From an optimization exercise on the open Yosys and OpenROAD flow, aimed at small area, a short achievable clock period and few clock cycles; shortcuts taken in it are not production practice.
Function was checked by simulation only, so behaviour that the tests miss may differ from the original.

--- flow/constraint.sdc ---
create_clock -name core_clock -period 10.0 [get_ports {clk}]
set_input_delay 2.0000 -clock core_clock [delete_from_list [all_inputs] [get_ports {clk}]]
set_output_delay 2.0000 -clock core_clock [all_outputs]
set_load 0.01 [all_outputs]
--- flow/config.mk ---
export PLATFORM = sky130hd
export DESIGN_NAME = gemv_top
export DESIGN_NICKNAME = gemv_top
export VERILOG_FILES = /design/flow/design.v
export SDC_FILE = /design/flow/constraint.sdc
export NUM_CORES = 4
export LEC_CHECK = 0
export CAP_MARGIN = 20
export CORE_MARGIN = 2
export CORE_UTILIZATION = 40
export SLEW_MARGIN = 20
--- flow/run.sh ---
#!/bin/bash
# synth_recipe.tcl (not shown) runs the flow's synth.tcl, then flattens the netlist and writes it again
# the make line also repeats each setting of config.mk as NAME=value (left out here)
make -C /OpenROAD-flow-scripts/flow DESIGN_CONFIG=/design/flow/config.mk WORK_HOME=/design/flow/orfs CLKGATE_MAP_FILE= SYNTH_SCRIPT=/design/flow/synth_recipe.tcl finish
--- flow/design.v ---
module gemv_top (
    input  logic        clk,
    input  logic        rst,
    input  logic        start,
    input  logic [9:0]  rows,
    input  logic [9:0]  cols,
    input  logic        x_tile_valid,
    input  logic [63:0] x_tile_in,
    output logic        x_tile_ready,
    input  logic        bias_tile_valid,
    input  logic [63:0] bias_tile_in,
    output logic        bias_tile_ready,
    input  logic        w_valid,
    input  logic [63:0] w_tile_row_in,
    output logic        w_ready,
    output logic        y_tile_valid,
    output logic [63:0] y_tile_out,
    output logic [9:0]  y_tile_idx,
    input  logic        y_tile_ready,
    output logic        tile_done,
    output logic        done
);
    logic xrdy, wrdy, brdy, yvld;
    wire  xf = x_tile_valid & xrdy;
    wire  wf = w_valid & wrdy;
    wire  bf = bias_tile_valid & brdy;
    wire  yf = yvld & y_tile_ready;
    assign x_tile_ready    = xrdy;
    assign w_ready         = wrdy;
    assign bias_tile_ready = brdy;
    assign y_tile_valid    = yvld;
    logic       busy;
    logic [3:0] ntm1;        
    logic [3:0] lm1;         
    logic       u7, u4, u2, u1;    
    logic [5:0] rm1;         
    logic [3:0] nbt;         
    logic [2:0] xm;          
    wire [9:0] cm1_in = cols - 10'd1;
    wire [9:0] rm1_in = rows - 10'd1;
    wire [3:0] ntm1_in = cm1_in[6:3];
    wire [3:0] lm1_in = (ntm1_in == 4'd0) ? 4'd1 : ntm1_in;
    wire [3:0] d_in = lm1_in - 4'd1;               
    wire       u7_in = (d_in >= 4'd7);
    wire [3:0] r_in = u7_in ? d_in - 4'd7 : d_in;
    logic [63:0] xr [0:15];
    logic [3:0]  ph, phn;    
    logic [4:0]  kx;         
    logic        xall;       
    logic [7:0]  xmk;        
    wire [63:0] m7 = u7 ? xr[8]  : xr[1];
    wire [63:0] m4 = u4 ? xr[12] : m7;
    wire [63:0] m2 = u2 ? xr[14] : m4;
    wire [63:0] m1 = u1 ? xr[15] : m2;
    logic [63:0] xin_m;
    always_comb begin
        for (int e = 0; e < 8; e++)
            xin_m[8*e +: 8] = x_tile_in[8*e +: 8] & {8{xmk[e]}};
    end
    always_ff @(posedge clk) begin
        xr[0] <= xf ? xin_m : m1;
        xr[1] <= xr[0];
        for (int i = 2; i <= 8; i++)  xr[i] <= xr[i-1];
        xr[9] <= m7;
        for (int i = 10; i <= 12; i++) xr[i] <= xr[i-1];
        xr[13] <= m4;
        xr[14] <= xr[13];
        xr[15] <= m2;
    end
    function automatic [7:0] lastmask(input [2:0] m);
        for (int e = 0; e < 8; e++) lastmask[e] = (e <= m);
    endfunction
    logic [3:0]  tw;         
    logic [5:0]  rw;         
    logic        wact;       
    logic [3:0]  brd;        
    logic [63:0] breg;       
    wire        tw_last = (tw == ntm1);
    wire [3:0]  phn_n   = (phn == lm1) ? 4'd0 : phn + 4'd1;
    wire [4:0]  kx_n    = kx + {4'd0, xf};
    wire        xall_n  = xall | (xf & (kx[3:0] == ntm1));
    wire        xrdy_n  = xf ? (kx[3:0] != ntm1) : (~xall & (phn_n == kx[3:0]));
    wire [3:0]  tw_n    = wf ? (tw_last ? 4'd0 : tw + 4'd1) : tw;
    wire [5:0]  rw_n    = (wf & tw_last) ? rw + 6'd1 : rw;
    wire        wact_n  = wact & ~(wf & tw_last & (rw == rm1));
    wire [3:0]  brd_n   = brd + {3'd0, bf};
    wire [6:0]  nb_n    = (tw_n == 4'd0) ? {1'b0, rw_n} : {1'b0, rw_n} + 7'd1;
    wire        brdy_n  = (brd_n < nbt) & (nb_n[6:3] >= brd_n);
    wire        wrdy_n  = wact_n & (phn == tw_n) & (xall_n | ({1'b0, tw_n} < kx_n))
                        & ((tw_n != 4'd0) | ({1'b0, rw_n[5:3]} < brd_n));
    logic [63:0] wr;
    logic        v1, f1, l1;
    logic [7:0]  b1;
    logic signed [15:0] pr [0:7];
    logic        v2, f2, l2;
    logic [7:0]  b2;
    logic signed [22:0] acc;
    logic        rd3;
    assign tile_done = v1;
    always_ff @(posedge clk) begin
        wr <= w_tile_row_in;
        f1 <= (tw == 4'd0);
        l1 <= tw_last;
        b1 <= breg[8*rw[2:0] +: 8];
        for (int i = 0; i < 8; i++)
            pr[i] <= $signed(wr[8*i +: 8]) * $signed(xr[1][8*i +: 8]);
        f2 <= f1;
        l2 <= l1;
        b2 <= b1;
    end
    logic signed [18:0] psum;
    always_comb begin
        psum = '0;
        for (int i = 0; i < 8; i++) psum = psum + 19'(pr[i]);
    end
    always_ff @(posedge clk) begin
        if (v2) acc <= (f2 ? 23'($signed(b2)) : acc) + 23'(psum);
    end
    logic signed [22:0] st [0:63];
    logic sh;
    logic iss;
    assign sh = rd3 | iss;
    wire signed [22:0] s32 = rm1[5] ? st[32] : st[0];
    wire signed [22:0] s16 = rm1[4] ? st[48] : s32;
    wire signed [22:0] s8  = rm1[3] ? st[56] : s16;
    wire signed [22:0] s4  = rm1[2] ? st[60] : s8;
    wire signed [22:0] s2  = rm1[1] ? st[62] : s4;
    wire signed [22:0] head = rm1[0] ? st[63] : s2;
    always_ff @(posedge clk) begin
        if (sh) begin
            st[0] <= acc;
            st[1] <= st[0];
            for (int i = 2; i <= 32; i++) st[i] <= st[i-1];
            st[33] <= s32;
            for (int i = 34; i <= 48; i++) st[i] <= st[i-1];
            st[49] <= s16;
            for (int i = 50; i <= 56; i++) st[i] <= st[i-1];
            st[57] <= s8;
            for (int i = 58; i <= 60; i++) st[i] <= st[i-1];
            st[61] <= s4;
            st[62] <= st[61];
            st[63] <= s2;
        end
    end
    logic [22:0] maxkey;
    wire  [22:0] key = acc[22] ? {~acc[21:0], 1'b1} : {acc[21:0], 1'b0};
    wire         kup = rd3 & (key > maxkey);
    logic        mku;        
    logic        dinit;      
    logic [21:0] dM;
    logic [21:0] drem;
    logic [4:0]  dcnt;       
    logic [30:0] dq;
    wire [22:0] mk1 = maxkey + 23'd1;
    wire [21:0] Mv  = (mk1[22:1] == 22'd0) ? 22'd1 : mk1[22:1];
    logic [4:0] msb;
    always_comb begin
        msb = 5'd0;
        for (int i = 0; i < 22; i++) if (dM[i]) msb = 5'(i);
    end
    wire [4:0]  nit  = 5'd31 - msb;                          
    wire [31:0] kshr = 32'h7F000000 >> nit;                  
    wire        kb   = (dcnt >= 5'd25);                      
    wire [22:0] r2   = {drem, kb};
    wire [23:0] dif  = {1'b0, r2} - {2'b0, dM};
    wire        qb   = ~dif[23];
    logic        qph;        
    logic [2:0]  ecnt;       
    logic [6:0]  qi;         
    logic [3:0]  tx;         
    logic signed [22:0] qa;
    logic        qv1, ql1;
    logic [2:0]  qs1;
    logic [31:0] plo;
    logic [15:0] phi;
    logic        qv2, ql2;
    logic [2:0]  qs2;
    logic [63:0] asm_r;
    logic        acomp;
    logic [63:0] yout;
    logic [3:0]  yidx;
    wire divdone = ~mku & ~dinit & (dcnt == 5'd0);
    wire credit  = ({1'b0, qi[5:3]} <= tx + 4'd1);
    assign iss   = qph & divdone & (qi <= {1'b0, rm1}) & credit;
    wire [31:0] psumq = plo + {phi, 16'd0} + 32'h00800000;
    wire [7:0]  ybyte = psumq[31:24];
    wire        ymove = acomp & (~yvld | yf);
    assign y_tile_out = yout;
    assign y_tile_idx = {6'd0, yidx};
    always_ff @(posedge clk) begin
        if (iss) qa <= head;
        plo <= $signed(qa) * $signed({1'b0, dq[15:0]});
        phi <= 16'($signed(qa) * $signed({1'b0, dq[30:16]}));
        if (qv2) asm_r[8*qs2 +: 8] <= ybyte;
        if (ymove) yout <= asm_r;
        qs1 <= qi[2:0];
        ql1 <= (qi[5:0] == rm1);
        qs2 <= qs1;
        ql2 <= ql1;
    end
    always_ff @(posedge clk or posedge rst) begin
        if (rst) begin
            busy <= 1'b0;
            done <= 1'b0;
            xrdy <= 1'b0; wrdy <= 1'b0; brdy <= 1'b0; yvld <= 1'b0;
            ntm1 <= '0; lm1 <= 4'd1; u7 <= 1'b0; u4 <= 1'b0; u2 <= 1'b0; u1 <= 1'b0;
            rm1 <= '0; nbt <= '0; xm <= '0;
            ph <= '0; phn <= '0; kx <= '0; xall <= 1'b0; xmk <= '0;
            tw <= '0; rw <= '0; wact <= 1'b0; brd <= '0;
            v1 <= 1'b0; v2 <= 1'b0; rd3 <= 1'b0;
            maxkey <= '0; mku <= 1'b0; dinit <= 1'b0; dcnt <= '0;
            qph <= 1'b0; ecnt <= '0; qi <= '0; tx <= '0;
            qv1 <= 1'b0; qv2 <= 1'b0; acomp <= 1'b0; yidx <= '0;
        end else begin
            done <= 1'b0;
            ph  <= phn;
            phn <= phn_n;
            if (~busy) begin
                xrdy <= 1'b0; wrdy <= 1'b0; brdy <= 1'b0;
                if (start) begin
                    busy <= 1'b1;
                    ntm1 <= ntm1_in;
                    lm1  <= lm1_in;
                    u7 <= u7_in; u4 <= r_in[2]; u2 <= r_in[1]; u1 <= r_in[0];
                    rm1 <= rm1_in[5:0];
                    nbt <= {1'b0, rm1_in[5:3]} + 4'd1;
                    xm  <= cm1_in[2:0];
                    xmk <= (ntm1_in == 4'd0) ? lastmask(cm1_in[2:0]) : 8'hFF;
                    ph  <= lm1_in;
                    phn <= 4'd0;
                    kx <= '0; xall <= 1'b0; xrdy <= 1'b1;
                    tw <= '0; rw <= '0; wact <= 1'b1; brd <= '0; brdy <= 1'b1;
                    maxkey <= '0; mku <= 1'b1;
                    qph <= 1'b0; ecnt <= '0; qi <= '0; tx <= '0; yidx <= '0;
                    acomp <= 1'b0;
                end
            end else begin
                kx   <= kx_n;
                xall <= xall_n;
                xrdy <= xrdy_n;
                if (xf) xmk <= (kx[3:0] + 4'd1 == ntm1) ? lastmask(xm) : 8'hFF;
                tw   <= tw_n;
                rw   <= rw_n;
                wact <= wact_n;
                wrdy <= wrdy_n;
                brd  <= brd_n;
                brdy <= brdy_n;
                if (wf & tw_last & (rw == rm1)) ecnt <= 3'd1;
                else if (ecnt != 3'd0 && ecnt != 3'd4) ecnt <= ecnt + 3'd1;
                if (ecnt == 3'd3) qph <= 1'b1;
                if (iss) qi <= qi + 7'd1;
                if (yf) tx <= tx + 4'd1;
                if (ymove) begin
                    yvld <= 1'b1;
                    acomp <= 1'b0;
                end else if (yf) begin
                    yvld <= 1'b0;
                end
                if (qv2 & ((qs2 == 3'd7) | ql2)) acomp <= 1'b1;
                if (yf) yidx <= yidx + 4'd1;
                if (yf & (yidx == nbt - 4'd1)) begin
                    busy <= 1'b0;
                    done <= 1'b1;
                    xrdy <= 1'b0; wrdy <= 1'b0; brdy <= 1'b0;
                end
                if (kup) maxkey <= key;
                mku <= kup;
                dinit <= mku;
                if (dinit) begin
                    dcnt <= nit;
                end else if (dcnt != 5'd0) begin
                    dcnt <= dcnt - 5'd1;
                end
            end
            v1  <= wf;
            v2  <= v1;
            rd3 <= v2 & l2;
            qv1 <= iss;
            qv2 <= qv1;
        end
    end
    always_ff @(posedge clk) begin
        if (bf) breg <= bias_tile_in;
        if (mku) dM <= Mv;
        if (dinit) begin
            drem <= kshr[21:0];
            dq   <= '0;
        end else if (dcnt != 5'd0) begin
            drem <= qb ? dif[21:0] : r2[21:0];
            dq   <= {dq[29:0], qb};
        end
    end
endmodule
==> out/qor.txt <==
status -> complete, no violations
largest net degree at the start of global routing -> 216
Clock Sink Count -> 3,180
Final Setup Violations -> 0
CTS tree -> done
reg2reg path depth -> 21
Wirelength per Cell -> 17.7 um
GP Congestion -> 0.831
Die ar. -> 0.342 mm2
# resized after CTS -> 0
clock latency (worst-skew pair) -> 930 ps
Data arrival, critical path -> 7740 ps
Synth Flop Type -> edfxtp_1
Final Hold Fails -> 0
xor and xnor area share after synthesis -> 2.19%
worst r2r src -> qa[10]$_DFFE_PP_
ANT nets after route -> 0
first-pass GRT wire length -> 413 mm
EDFF count, synth -> 1,754
synthesized area -> 0.135 mm2
library cells used by synthesis -> 87
Synth Area in Compound Gates -> 3.27%
Slew @ Worst Pin -> 1120 ps
CTS clk-pin slew, worst paths -> 60 ps
Post-route DRC -> 0
Non-Filler Cell Area, Final -> 0.154 mm2
Yosys warnings -> 4
Mapped Cells -> 9,514
post-DP HPWL -> 181 mm
Max transition margin -> 25.5%
H-tree depth reported by CTS -> 5
Die H -> 585 um
IO buf count -> 285
Post-synth ARST share -> 3.74%
number of global-route vias before repair -> 73.0k
hold_sp -> xr[3][36]$_DFF_P_
Num CTS Buffers -> 320
Req. time, crit path -> 10,750 ps
Hold Path End -> xr[4][36]$_DFF_P_
Setup WS post-layout -> 3020 ps
Iteration-0 DRC Markers -> 4,784
reg2reg end -> plo[31]$_DFF_P_
clk buf depth -> 4
Hold Buf Count CTS -> 0
syn_area_per_cell -> 14.2 um2
Inst Count DP -> 14.1k
unrepaired setup endpoints after global routing -> no
crit start category -> flop
final std cells w/o fill -> 14.7k
peak fanout along the critical path -> 22
sequential share of the synthesized area -> 60.6%
hold slack -> 293 ps
Core Box Area -> 0.336 mm2
R2R Setup Slk -> 3020 ps
CP Capture Type -> flop
Worst Hold Path Cells -> 0
mux share of post-synthesis cell area -> 4.08%
dpl cell area -> 0.143 mm2
setup_tns -> 0 ps
Initial Util -> 40.2%
Synth Area in Simple Gates -> 6.73%
first drt pass iteration count -> 6
share of cells above drive strength 1 -> 9.54%
Boundary Pins -> 299
Tmin final -> 6980 ps
kind of critical path -> reg -> reg
filler instances -> 29.6k
clock root cell -> clkbuf_16
clock skew -> 65.2 ps
Synth Area in Adders -> 18.8%
antenna violations before repair -> 17
DR vias -> 69.0k
max-slew violations -> 0
Die X -> 585 um
#FFs+latches synth -> 3,180
Final nets -> 11.6k
Post-CTS Setup Inserts -> 0
Total GRT Usage -> 15.3%
Vias/cell -> 4.68
Tcrit/Tclk final -> 69.8%
grt ovf -> 0
max frequency -> 143 MHz
largest family of logic cells by synthesized area -> adder cells
row count -> 213
Max Cap Viol -> 0
synth-to-layout area growth -> 14.2%
Setup WS pre-CTS -> 2980 ps
WL final -> 260 mm
final design utilization -> 45.9%
Worst Hold Class -> reg -> reg
area by class of cell:
type                            count  area, um2  share of cell area, %
Clock buffer                      414       8810                   5.71
Sequential cell                  3180      81800                   53.0
Inverter                         1323       4970                   3.22
Multi-Input combinational cell   4780      47500                   30.8
Antenna cell                        6       15.0                0.00973
Clock inverter                    172       2040                   1.32
Timing Repair Buffer              349       3500                   2.27
Tap cell                         4515       5650                   3.66
worst max path at each step:
| stage | startpoint | to | slack, ps |
|---|---|---|---|
| floorplan | tx[0]$_DFFE_PP0P_ | st[0][0]$_DFFE_PP_ | -3740 |
| global placement | qa[7]$_DFFE_PP_ | plo[31]$_DFF_P_ | 2830 |
| detailed placement | qa[10]$_DFFE_PP_ | plo[31]$_DFF_P_ | 2980 |
| CTS | qa[10]$_DFFE_PP_ | plo[31]$_DFF_P_ | 2960 |
| global route | dq[3]$_SDFFE_PP0P_ | plo[31]$_DFF_P_ | 2510 |
| finish | qa[10]$_DFFE_PP_ | plo[31]$_DFF_P_ | 3020 |
cell usage after synthesis, types with 8 or more instances:
master	count	share of area (%)
edfxtp_1	1754	39
inv_1	1311	3.6
dfxtp_1	1307	19
fa_1	948	14
nand2_1	655	1.8
and2_1	532	2.5
ha_1	512	4.7
mux2_2	260	2.2
xnor2_1	248	1.6
nor2_1	232	0.64
o21ai_0	224	0.83
clkbuf_1	180	0.50
a21oi_1	156	0.58
nand3_1	140	0.52
dfrtp_1	118	2.2
xor2_1	90	0.58
mux2_4	83	0.92
mux2i_1	70	0.52
nand2b_1	70	0.32
nor3_1	57	0.21
a22o_1	53	0.34
nor2b_1	50	0.23
a21o_1	35	0.19
buf_1	35	0.097
o21a_1	26	0.14
mux2_1	25	0.21
a31oi_1	17	0.079
mux4_2	16	0.27
o31ai_1	16	0.089
a21boi_1	14	0.078
and3_1	14	0.065
nor4_1	14	0.065
o21ai_1	14	0.052
o2111ai_1	13	0.084
a211oi_1	12	0.067
a21boi_0	12	0.067
o21bai_1	11	0.061
o22ai_1	11	0.051
buf_2	10	0.037
nand4_1	10	0.046
or3_1	10	0.046
a221oi_1	8	0.052
inv_2	8	0.022
o41a_1	8	0.067
o41ai_1	8	0.052
flip-flops by register name (all words and copies together), names as in the netlist, 22 cells and up:
signal  cells
asm_r      64
dq         31
xr       1024
drem       22
yout       64
qa         23
wr         64
st       1472
acc        23
pr        128
dM         22
breg       64
maxkey     23
cells in the final DEF (no fill, tap or decap), types with 16 or more instances in the layout:
master	n
a21o_1	35
a21oi_1	156
a22o_1	53
a31oi_1	17
and2_1	530
buf_4	51
bufinv_16	27
clkbuf_1	56
clkbuf_16	326
clkbuf_8	32
clkdlybuf4s50_1	285
clkinv_1	41
clkinv_2	53
dfrtp_1	108
dfxtp_1	1306
edfxtp_1	1754
fa_1	948
ha_1	512
inv_1	1310
mux2_1	25
mux2_2	260
mux2_4	83
mux2i_1	70
mux4_2	16
nand2_1	654
nand2b_1	69
nand3_1	140
nor2_1	231
nor2b_1	50
nor3_1	56
o21a_1	26
o21ai_0	223
o31ai_1	16
xnor2_1	248
xor2_1	90
kinds of logic (layout without fill, tap and decap cells):
| kind of cell | Yosys count | count (layout) |
|---|---|---|
| buf+inv | 1559 | 2258 |
| simple gates | 1828 | 1828 |
| fa+ha+maj | 1460 | 1460 |
| mux | 454 | 454 |
| other cells | 1 | 12 |
| compound gates | 694 | 694 |
| flops | 3180 | 3180 |
| xor+xnor | 338 | 338 |
worst max-delay path, stage by stage (launching register included):
cell and delay [ps]:
edfxtp_1 1060, and2_1 250, fa_1 410, inv_1 80
fa_1 430, fa_1 530, inv_1 70, fa_1 480
fa_1 490, inv_1 50, fa_1 470, inv_1 40
ha_1 330, a21oi_1 150, a21oi_1 90, o41ai_1 490
nand2_1 110, o221ai_1 400, o21ai_1 200, o41a_1 360
a21oi_1 200, xnor2_1 80
routing by layer:
metal,up-vias,share of wire [%],track usage (%)
li1,32400,-,-
met1,34900,46,21.0
met2,1286,47,25.0
met3,434,3.7,1.98
met4,2,3.0,4.86
met5,-,0.0050,0
Testbench counts, summed over its fixed seeds: cycles 10,808.

## what the ideal ports hide
How much do the figures lean on ideal ports? The routed layout below was timed once more, with nothing changed but the port constraints.
Step 1 sets driving cells, clkbuf_16 on the clock port and buf_2 on the other inputs (assumed; they add their load-dependent delay and slew).
Step 2 adds t to the input delays and takes it off the output delays; t is the mean of the earliest and latest rising clock arrival at the registers after step 1. Input paths then give back, and output paths get back, about the clock's delay inside the block.
Slacks: ideal / step 1 / step 2; pairs: ideal / step 1.
t (ns): 0.994
setup WS [ns]: 3.015 / 3.015 / 3.015
worst setup path at the end: register to register
slew at the worst register clock pin (ns): 0.07 / 0.07
After both steps this run still meets setup and hold. For this run, drivers alone change the setup slack by 0.000 ns; drivers and shift together by 0.000 ns.
